From an optimization exercise on the open Yosys and OpenROAD flow, aimed at small area and a short achievable clock period; shortcuts taken in it are not production practice. In this exercise RTL edits were held to simulation tests only and were not proved equivalent to the original. The flow treats the clock pin as an ideal source. Dropping or thinning the clock tree relies on that and would not hold on a real chip.

Setup of raven:
## mul32
module mul32 (
    input             clk,
    input      [31:0] a,
    input      [31:0] b,
    output reg [63:0] product
);
    reg  [31:0] na_q;
    reg  [15:0] none_q, ntwo_q, neg_q;
    wire [15:0] none_d, ntwo_d, neg_d;
    wire [63:0] p;
    bw_booth_enc u_enc (.b(b), .none(none_d), .ntwo(ntwo_d), .neg(neg_d));
    baughWooleyArrayMultiplier u_mul (
        .product(p), .na(na_q), .none(none_q), .ntwo(ntwo_q), .neg(neg_q)
    );
    always @(posedge clk) begin
        na_q    <= ~a;
        none_q  <= none_d;
        ntwo_q  <= ntwo_d;
        neg_q   <= neg_d;
        product <= p;
    end
endmodule
==> flow/config.mk <==
export PLATFORM = sky130hd
export DESIGN_NAME = mul32
export DESIGN_NICKNAME = mul32
export VERILOG_FILES = /design/flow/design.v
export SDC_FILE = /design/flow/constraint.sdc
export NUM_CORES = 4
export LEC_CHECK = 0
export ABC_AREA = 1
export CAP_MARGIN = 20
export CORE_MARGIN = 2
export CORE_UTILIZATION = 65
export SLEW_MARGIN = 20
export SYNTH_HIERARCHICAL = 1
export SYNTH_MINIMUM_KEEP_SIZE = 0
==> flow/constraint.sdc <==
create_clock -name core_clock -period 30.0 [get_ports {clk}]
set_input_delay 6.0000 -clock core_clock [delete_from_list [all_inputs] [get_ports {clk}]]
set_output_delay 6.0000 -clock core_clock [all_outputs]
set_load 0.01 [all_outputs]
standard.sh (not shown) runs the stock make flow with config.mk's settings and CLKGATE_MAP_FILE= SYNTH_SCRIPT=/design/flow/synth_recipe.tcl, a recipe that flattens the netlist after the stock synthesis.
==> flow/flow/run.sh <==
#!/bin/bash
export BUFFER_PORTS_ARGS="-buffer_cell sky130_fd_sc_hd__buf_2"
export CTS_ARGS="-sink_clustering_enable -repair_clock_nets -dont_use_dummy_load"
export POST_CTS_TCL="$PWD/flow/clock_inv.tcl"
bash standard.sh > standard.log 2>&1
Other scripts of this flow, unchanged in this note and not shown: flow/flow/clock_inv.tcl
What yarrow does differently from raven at the input level:
Settings: changing CORE_UTILIZATION from 65 to 40.
Findings:
- Run comparison: raven highest metal layer used by the detailed router met5; yarrow highest metal layer used by the detailed router met4
- yarrow: all stages complete, timing, DRC and antenna checks passed
- raven → yarrow: non-filler instance count after layout went up 9.7%, wire length went down about 1%, count of placed standard cells including taps went up 9.8%, global-route track usage on met3 went down 8.6 points.
- | final design instance area without fill | yarrow vs raven | 1.4% higher |
- Compared with raven, in yarrow die area has increased, maximum frequency up 5.0 MHz.
- flip-flop to flip-flop as the type of the worst setup path was reported by raven, and flip-flop to output pin by yarrow.
No run of this note takes its clock network from TritonCTS; it comes from the design's own scripts or RTL.

* * *

job 2201:
mul32 again, from the RTL that the note above started with.
export LEC_CHECK = 0
export ABC_AREA = 1
export CAP_MARGIN = 20
export CORE_MARGIN = 2
export CORE_UTILIZATION = 40
export SLEW_MARGIN = 20
export SYNTH_HIERARCHICAL = 1
export SYNTH_MINIMUM_KEEP_SIZE = 0
create_clock -name core_clock -period 30.0 [get_ports {clk}]
==> flow/flow/run.sh <==
#!/bin/bash
export BUFFER_PORTS_ARGS="-buffer_cell sky130_fd_sc_hd__buf_2"
bash standard.sh > standard.log 2>&1
## Diff of input files: job 2880 against job 2201
- a change of CORE_UTILIZATION from 40 to 65
--- a/flow/flow/run.sh
+++ b/flow/flow/run.sh
@@ -2,0 +3 @@
+export CTS_ARGS="-sink_clustering_enable -repair_clock_nets -dont_use_dummy_load -sink_clustering_size 24 -sink_clustering_max_diameter 100 -buf_list sky130_fd_sc_hd__clkbuf_16"
- [compare] base=job 2201 new=job 2880: area growth from synthesis to layout went down by 2.2 points; headroom to the max-slew limit shrank by 1.7 points; multi-input logic portion of the cell area went up; total of cells resized after clock tree synthesis barely changed.
- Job 2880 has more setup slack than job 2201.
Edits applied to the flow inputs when going from job 2880 to job 3698:
- a change of CORE_UTILIZATION from 65 to 40
==> flow/flow/run.sh <==
#!/bin/bash
export BUFFER_PORTS_ARGS="-buffer_cell sky130_fd_sc_hd__buf_2"
export CTS_ARGS="-sink_clustering_enable -repair_clock_nets -dont_use_dummy_load"
export POST_CTS_TCL="$PWD/flow/clock_roots.tcl"
bash standard.sh > standard.log 2>&1
==> flow/flow/clock_roots.tcl (new file) <==
set block [ord::get_db_block]
set port_net [[$block findBTerm clk] getNet]
set roots {}
foreach it [$port_net getITerms] { lappend roots [$it getInst] }
if {[llength $roots] != 1} { error "clock_roots: expected one root buffer, found [llength $roots]" }
set root [lindex $roots 0]
set root_master [[$root getMaster] getName]
set root_out ""
foreach it [$root getITerms] {
  if {[$it isOutputSignal]} { set root_out [$it getNet] }
}
set leaves {}
foreach it [$root_out getITerms] {
  if {[$it isInputSignal]} { lappend leaves $it }
}
puts "clock_roots: root [$root getName] ($root_master) drives [llength $leaves] pins"
# split the leaves at the median x, then each half at its median y
proc loc {it} {
  set b [[$it getInst] getBBox]
  return [list [expr {([$b xMin] + [$b xMax]) / 2}] [expr {([$b yMin] + [$b yMax]) / 2}]]
}
set pts {}
foreach it $leaves { lappend pts [concat [loc $it] [list $it]] }
set pts [lsort -integer -index 0 $pts]
set h [expr {[llength $pts] / 2}]
set groups {}
foreach half [list [lrange $pts 0 [expr {$h - 1}]] [lrange $pts $h end]] {
  set half [lsort -integer -index 1 $half]
  set q [expr {[llength $half] / 2}]
  lappend groups [lrange $half 0 [expr {$q - 1}]] [lrange $half $q end]
}
set n 0
foreach g $groups {
  if {[llength $g] == 0} continue
  set sx 0; set sy 0
  foreach p $g { incr sx [lindex $p 0]; incr sy [lindex $p 1] }
  set cx [expr {$sx / [llength $g]}]
  set cy [expr {$sy / [llength $g]}]
  set bname "clkroot_$n"
  set nname "clkroot_net_$n"
  set inst [odb::dbInst_create $block [[ord::get_db] findMaster $root_master] $bname]
  set net [odb::dbNet_create $block $nname]
  $inst setLocation $cx $cy
  $inst setPlacementStatus PLACED
  $net setSigType CLOCK
  foreach p $g {
    set it [lindex $p 2]
    $it disconnect
    $it connect $net
  }
  foreach it [$inst getITerms] {
    if {[$it isOutputSignal]} { $it connect $net }
    if {[$it isInputSignal]} { $it connect $port_net }
  }
  puts "clock_roots: $bname at $cx $cy drives [llength $g] pins"
  incr n
}
odb::dbInst_destroy $root
odb::dbNet_destroy $root_out
detailed_placement
check_placement
estimate_parasitics -placement
[summary]
Job 2880 → job 3698: synthesis-to-layout area growth increased 1.7 points, global-route usage lost 17 points, area of the die +61%, detailed-route wire length per cell went down by about 10%.
Input changes introduced in job 1545 (baseline for comparison: job 3698):
==> flow/run.sh (new file) <==
#!/bin/bash
# synth_recipe.tcl (not shown) runs the flow's synth.tcl, then flattens the netlist and writes it again
# the make line also repeats each setting of config.mk as NAME=value (left out here)
make -C /OpenROAD-flow-scripts/flow DESIGN_CONFIG=/design/flow/config.mk WORK_HOME=/design/flow/orfs CLKGATE_MAP_FILE= SYNTH_SCRIPT=/design/flow/synth_recipe.tcl finish
removed: flow/flow/run.sh
removed: flow/flow/clock_roots.tcl
removed: flow/standard.sh
Notes after the runs:
Compared to job 3698, job 1545 has utilization 1.3 points higher. [job 1545 vs job 3698] sum of routed wire segments on met1: higher in job 1545. In job 1545, arrival time at the worst endpoint is higher than in job 3698. Job 1545 has total routing resource utilization after global routing above what job 3698 had. Higher highest clock rate among job 3698 and job 1545: job 3698. Job 1545 vs job 3698: final non-filler cell area up in job 1545. Looking at post-route fraction of the period consumed by the critical path across job 3698 and job 1545, the one that comes out higher is job 1545. Against job 3698, job 1545 comes in 0.55 ns higher on clock period minus worst slack. Job 1545 ran to completion and came out clean on the timing, DRC and antenna checks. In the metrics for job 3698 and job 1545, the one carrying the higher multi-input logic portion of the cell area is job 3698.

* * *

Setup of job 2684:
mul32, a different RTL version from the one above (not shown whole).
Size: roughly 2300 cells after synthesis, about 130 I/O pins, ~0.024 mm2 of cells after synthesis.
==> flow/config.mk <==
export PLATFORM = sky130hd
export DESIGN_NAME = mul32
export DESIGN_NICKNAME = mul32
export VERILOG_FILES = /design/flow/design.v
export SDC_FILE = /design/flow/constraint.sdc
export NUM_CORES = 4
export LEC_CHECK = 0
export ABC_AREA = 0
export CAP_MARGIN = 20
export CORE_MARGIN = 2
export CORE_UTILIZATION = 40
export SLEW_MARGIN = 20
export SYNTH_HIERARCHICAL = 1
export SYNTH_MINIMUM_KEEP_SIZE = 0
==> flow/constraint.sdc <==
create_clock -name core_clock -period 30.0 [get_ports {clk}]
set_input_delay 6.0000 -clock core_clock [delete_from_list [all_inputs] [get_ports {clk}]]
set_output_delay 6.0000 -clock core_clock [all_outputs]
set_load 0.01 [all_outputs]
==> flow/flow/run.sh <==
#!/bin/bash
export BUFFER_PORTS_ARGS="-buffer_cell sky130_fd_sc_hd__buf_2"
export CTS_ARGS="-sink_clustering_enable -repair_clock_nets -dont_use_dummy_load"
export POST_CTS_TCL="$PWD/flow/clock_inv.tcl"
export SETUP_SLACK_MARGIN=23.30
export POST_GLOBAL_PLACE_TCL="$PWD/flow/keep_outputs.tcl"
bash standard.sh > standard.log 2>&1
==> flow/flow/clock_inv.tcl <==
# Clock tree rework, run after CTS. CTS builds one root buffer that drives
# every leaf buffer across the die. Here the clock port instead drives up to
# four root inverters, one per quadrant of the leaves, and each leaf buffer
# becomes an inverter: every register's clock still passes through the same
# two stages (now inverting twice), keeping the tree balanced, with about
# half the insertion delay. Leaf clusters and flip-flops are left as CTS
# made them.
set root_cell sky130_fd_sc_hd__clkinv_16
set leaf_cell sky130_fd_sc_hd__clkinv_4
set block [ord::get_db_block]
set port_net [[$block findBTerm clk] getNet]
set roots {}
foreach it [$port_net getITerms] { lappend roots [$it getInst] }
if {[llength $roots] != 1} { error "clock_roots: expected one root buffer, found [llength $roots]" }
set root [lindex $roots 0]
set root_master [[$root getMaster] getName]
set root_out ""
foreach it [$root getITerms] {
  if {[$it isOutputSignal]} { set root_out [$it getNet] }
}
set leaves {}
foreach it [$root_out getITerms] {
  if {[$it isInputSignal]} { lappend leaves $it }
}
# every leaf must be a buffer whose output drives only flip-flop clock pins
foreach it $leaves {
  set li [$it getInst]
  if {![string match "*clkbuf*" [[$li getMaster] getName]]} { error "clock_roots: unexpected leaf [$li getName]" }
  foreach o [$li getITerms] {
    if {[$o isOutputSignal]} {
      foreach s [[$o getNet] getITerms] {
        if {[$s isInputSignal] && ![string match "*dfxtp*" [[[$s getInst] getMaster] getName]]} {
          error "clock_roots: leaf [$li getName] drives [[$s getInst] getName]"
        }
      }
    }
  }
}
puts "clock_roots: root [$root getName] ($root_master) drives [llength $leaves] pins"
# split the leaves at the median x, then each half at its median y
proc loc {it} {
  set b [[$it getInst] getBBox]
  return [list [expr {([$b xMin] + [$b xMax]) / 2}] [expr {([$b yMin] + [$b yMax]) / 2}]]
}
set pts {}
foreach it $leaves { lappend pts [concat [loc $it] [list $it]] }
set pts [lsort -integer -index 0 $pts]
set h [expr {[llength $pts] / 2}]
set groups {}
foreach half [list [lrange $pts 0 [expr {$h - 1}]] [lrange $pts $h end]] {
  set half [lsort -integer -index 1 $half]
  set q [expr {[llength $half] / 2}]
  lappend groups [lrange $half 0 [expr {$q - 1}]] [lrange $half $q end]
}
set n 0
foreach g $groups {
  if {[llength $g] == 0} continue
  set sx 0; set sy 0
  foreach p $g { incr sx [lindex $p 0]; incr sy [lindex $p 1] }
  set cx [expr {$sx / [llength $g]}]
  set cy [expr {$sy / [llength $g]}]
  set bname "clkroot_$n"
  set nname "clkroot_net_$n"
  set inst [odb::dbInst_create $block [[ord::get_db] findMaster $root_cell] $bname]
  set net [odb::dbNet_create $block $nname]
  $inst setLocation $cx $cy
  $inst setPlacementStatus PLACED
  $net setSigType CLOCK
  foreach p $g {
    set it [lindex $p 2]
    $it disconnect
    $it connect $net
  }
  foreach it [$inst getITerms] {
    if {[$it isOutputSignal]} { $it connect $net }
    if {[$it isInputSignal]} { $it connect $port_net }
  }
  puts "clock_roots: $bname at $cx $cy drives [llength $g] pins"
  incr n
}
# replace each leaf buffer by an inverter at the same place
set k 0
foreach it $leaves {
  set li [$it getInst]
  set in_net ""
  set out_net ""
  foreach t [$li getITerms] {
    if {[$t isInputSignal]} { set in_net [$t getNet] }
    if {[$t isOutputSignal]} { set out_net [$t getNet] }
  }
  set loc [$li getLocation]
  set ni [odb::dbInst_create $block [[ord::get_db] findMaster $leaf_cell] "clkleaf_$k"]
  $ni setLocation [lindex $loc 0] [lindex $loc 1]
  $ni setPlacementStatus PLACED
  odb::dbInst_destroy $li
  foreach t [$ni getITerms] {
    if {[$t isInputSignal]} { $t connect $in_net }
    if {[$t isOutputSignal]} { $t connect $out_net }
  }
  incr k
}
odb::dbInst_destroy $root
odb::dbNet_destroy $root_out
detailed_placement
check_placement
estimate_parasitics -placement
==> flow/flow/keep_outputs.tcl <==
set block [ord::get_db_block]
set n 0
foreach bt [$block getBTerms] {
  if {[$bt getIoType] != "OUTPUT"} continue
  foreach it [[$bt getNet] getITerms] {
    if {[$it isOutputSignal]} {
      [$it getInst] setDoNotTouch 1
      incr n
    }
  }
}
puts "keep_outputs: $n output buffers marked dont_touch"
Setup changes, job 2684 to job 4569
Settings: swapping 0 for 1 in ABC_AREA.
diff --git a/flow/flow/run.sh b/flow/flow/run.sh
--- a/flow/flow/run.sh
+++ b/flow/flow/run.sh
@@ -5,2 +5 @@
-export SETUP_SLACK_MARGIN=23.30
-export POST_GLOBAL_PLACE_TCL="$PWD/flow/keep_outputs.tcl"
+export SETUP_SLACK_MARGIN=23.25
diff --git a/flow/flow/clock_inv.tcl b/flow/flow/clock_inv.tcl
--- a/flow/flow/clock_inv.tcl
+++ b/flow/flow/clock_inv.tcl
@@ -9 +9 @@
-set leaf_cell sky130_fd_sc_hd__clkinv_4
+set leaf_cell sky130_fd_sc_hd__clkinv_8
removed: flow/flow/keep_outputs.tcl
### Flow results
Final cell count sits higher in job 4569 than in job 2684. Worst setup slack (higher): job 4569. Job 4569 ended up with product[7] as its destination of the critical timing path; job 2684 ended up with product[62]. Job 4569 gives less met1 layer wirelength in the final routing than job 2684 did.
> inputs changed (job 4569 -> job 3657)
Settings: ABC_AREA changed from 1 to 0.
diff --git a/flow/flow/run.sh b/flow/flow/run.sh
--- a/flow/flow/run.sh
+++ b/flow/flow/run.sh
@@ -5 +5,2 @@
-export SETUP_SLACK_MARGIN=23.25
+export SETUP_SLACK_MARGIN=23.30
+export POST_GLOBAL_PLACE_TCL="$PWD/flow/keep_outputs.tcl"
diff --git a/flow/flow/clock_inv.tcl b/flow/flow/clock_inv.tcl
--- a/flow/flow/clock_inv.tcl
+++ b/flow/flow/clock_inv.tcl
@@ -9 +9 @@
-set leaf_cell sky130_fd_sc_hd__clkinv_8
+set leaf_cell sky130_fd_sc_hd__clkinv_4
==> flow/flow/keep_outputs.tcl (new file) <==
set block [ord::get_db_block]
set n 0
foreach bt [$block getBTerms] {
  if {[$bt getIoType] != "OUTPUT"} continue
  set net [$bt getNet]
  foreach it [$net getITerms] {
    if {![$it isOutputSignal]} continue
    set buf [$it getInst]
    $buf setDoNotTouch 1
    incr n
    foreach bi [$buf getITerms] {
      if {![$bi isInputSignal]} continue
      foreach d [[$bi getNet] getITerms] {
        if {[$d isOutputSignal] && [[[$d getInst] getMaster] isSequential]} {
          [$d getInst] setDoNotTouch 1
          incr n
        }
      }
    }
  }
}
puts "keep_outputs: $n cells marked dont_touch"
Results
Job 3657 did not run to completion, as it errored out during 4_1_cts. Vertical die dimension: job 3657 vs job 4569 down 1.5 um. Re mean cell area of the mapped netlist: job 3657 is about 3% up on job 4569. Sequential fraction of the synthesis area essentially unchanged between job 4569 and job 3657. Number of distinct library cell variants in the gate-level netlist after synthesis, job 4569 and job 3657, lower one = job 4569. The worst setup timing slack at the placement stage reported for job 3657 is smaller than that of job 4569 by 0.56 ns. Job 3657 vs job 4569: post-synthesis adder-cell area fraction up. Job 3657 vs job 4569, area of the mapped netlist went down by about 1.2%. Job 3657 vs job 4569 on post-placement cell count: job 3657 is the lower one. In job 3657 the placed instance area turned out about 1.2% lower than in job 4569. Effective utilization at floorplan delta for job 3657 relative to job 4569: 0.26 points lower. Job 4569 -> job 3657: horizontal die dimension decreased slightly.
Relative to job 3657, the following input files were edited for job 445:
Settings: ABC_AREA: 0 -> 1.
diff --git a/flow/flow/run.sh b/flow/flow/run.sh
--- a/flow/flow/run.sh
+++ b/flow/flow/run.sh
@@ -5,2 +4,0 @@
-export SETUP_SLACK_MARGIN=23.30
-export POST_GLOBAL_PLACE_TCL="$PWD/flow/keep_outputs.tcl"
diff --git a/flow/flow/clock_inv.tcl b/flow/flow/clock_inv.tcl
--- a/flow/flow/clock_inv.tcl
+++ b/flow/flow/clock_inv.tcl
@@ -9 +9 @@
-set leaf_cell sky130_fd_sc_hd__clkinv_4
+set leaf_cell sky130_fd_sc_hd__clkinv_8
removed: flow/flow/keep_outputs.tcl
==> notes.md <==
- Every stage of the flow completed for job 445, and the final layout passed the timing, DRC and antenna checks.
- The number of clock sinks was comparable across job 445 and job 3657.
- Looking at post-place instance area, job 445 sits 300 um2 above job 3657.
- Across both runs, synthesized cell count was higher for job 445 than for job 3657.
- Net count after synthesis: job 445 vs job 3657 up about 3.5%
Relative to job 445, the following input files were edited for job 4471:
Settings: changing CAP_MARGIN from 20 to 5; changing SLEW_MARGIN from 20 to 5.
diff --git a/flow/flow/run.sh b/flow/flow/run.sh
--- a/flow/flow/run.sh
+++ b/flow/flow/run.sh
@@ -4,0 +5,2 @@
+export SETUP_SLACK_MARGIN=23.30
+export POST_GLOBAL_PLACE_TCL="$PWD/flow/keep_outputs.tcl"
==> flow/flow/keep_outputs.tcl (new file) <==
set block [ord::get_db_block]
set n 0
foreach bt [$block getBTerms] {
  if {[$bt getIoType] != "OUTPUT"} continue
  foreach it [[$bt getNet] getITerms] {
    if {[$it isOutputSignal]} {
      [$it getInst] setDoNotTouch 1
      incr n
    }
  }
}
puts "keep_outputs: $n output buffers marked dont_touch"
[summary]
Between job 4471 and job 445, the via density per instance figures differ only marginally.
Of the two candidates, job 445 has the better number of violations reported at the end of detailed-routing iteration 0 and job 4471 the worse one.
| cell area after layout | job 445 vs job 4471 | ≈ equal |
In terms of total of fill cells in the finished design, job 445 and job 4471 differ only marginally.
In the flow results for job 4471 and job 445, the worst hold slack is larger on job 4471.
Compared to job 445, job 4471 has largest incremental delay on the critical path 0.71 ns lower.
In job 2684, job 4569, job 445 and job 4471 the design's own scripts or RTL, not TritonCTS, make the clock network.

separate check: timing with driven ports:
The results above use ideal ports. As a check the final layouts listed here were re-extracted and re-timed, cells and wires unchanged. Step 1, drivers: a clkbuf_16 drives clk and a buf_2 each remaining input, both assumed. Step 2 also shifts input and output timing later by t, the mid clock arrival at the registers, as if the neighbouring blocks saw the same clock. a / b / c = ideal / step 1 / step 2; a / b = the first two.
run	t (ns)	setup slack, ns	latest minus earliest clock arrival (ns)	slew at the worst register clock pin (ns)	cell pins on the clock port's net
raven	0.403	23.111 / 23.109 / 23.109	0.021 / 0.023	0.06 / 0.07	4
yarrow	0.409	23.340 / 23.093 / 23.347	0.040 / 0.046	0.07 / 0.07	4
job 2201	0.561	22.978 / 22.914 / 23.369	0.039 / 0.039	0.10 / 0.10	1
job 2880	0.530	23.050 / 22.995 / 23.105	0.016 / 0.016	0.07 / 0.07	1
job 3698	0.429	23.195 / 23.068 / 23.375	0.045 / 0.045	0.07 / 0.07	4
job 1545	0.544	22.644 / 22.580 / 23.010	0.019 / 0.019	0.08 / 0.08	1
job 2684	0.373	23.389 / 23.145 / 23.421	0.045 / 0.047	0.10 / 0.10	4
job 4569	0.406	23.399 / 23.144 / 23.475	0.027 / 0.033	0.06 / 0.07	4
job 445	0.405	23.276 / 23.135 / 23.275	0.025 / 0.029	0.06 / 0.07	4
job 4471	0.404	23.389 / 23.134 / 23.478	0.026 / 0.033	0.06 / 0.07	4
After both steps every run listed still meets setup and hold. The setup slack of raven, which loses most, moves by -0.002 ns with the drivers and by -0.002 ns with both steps.
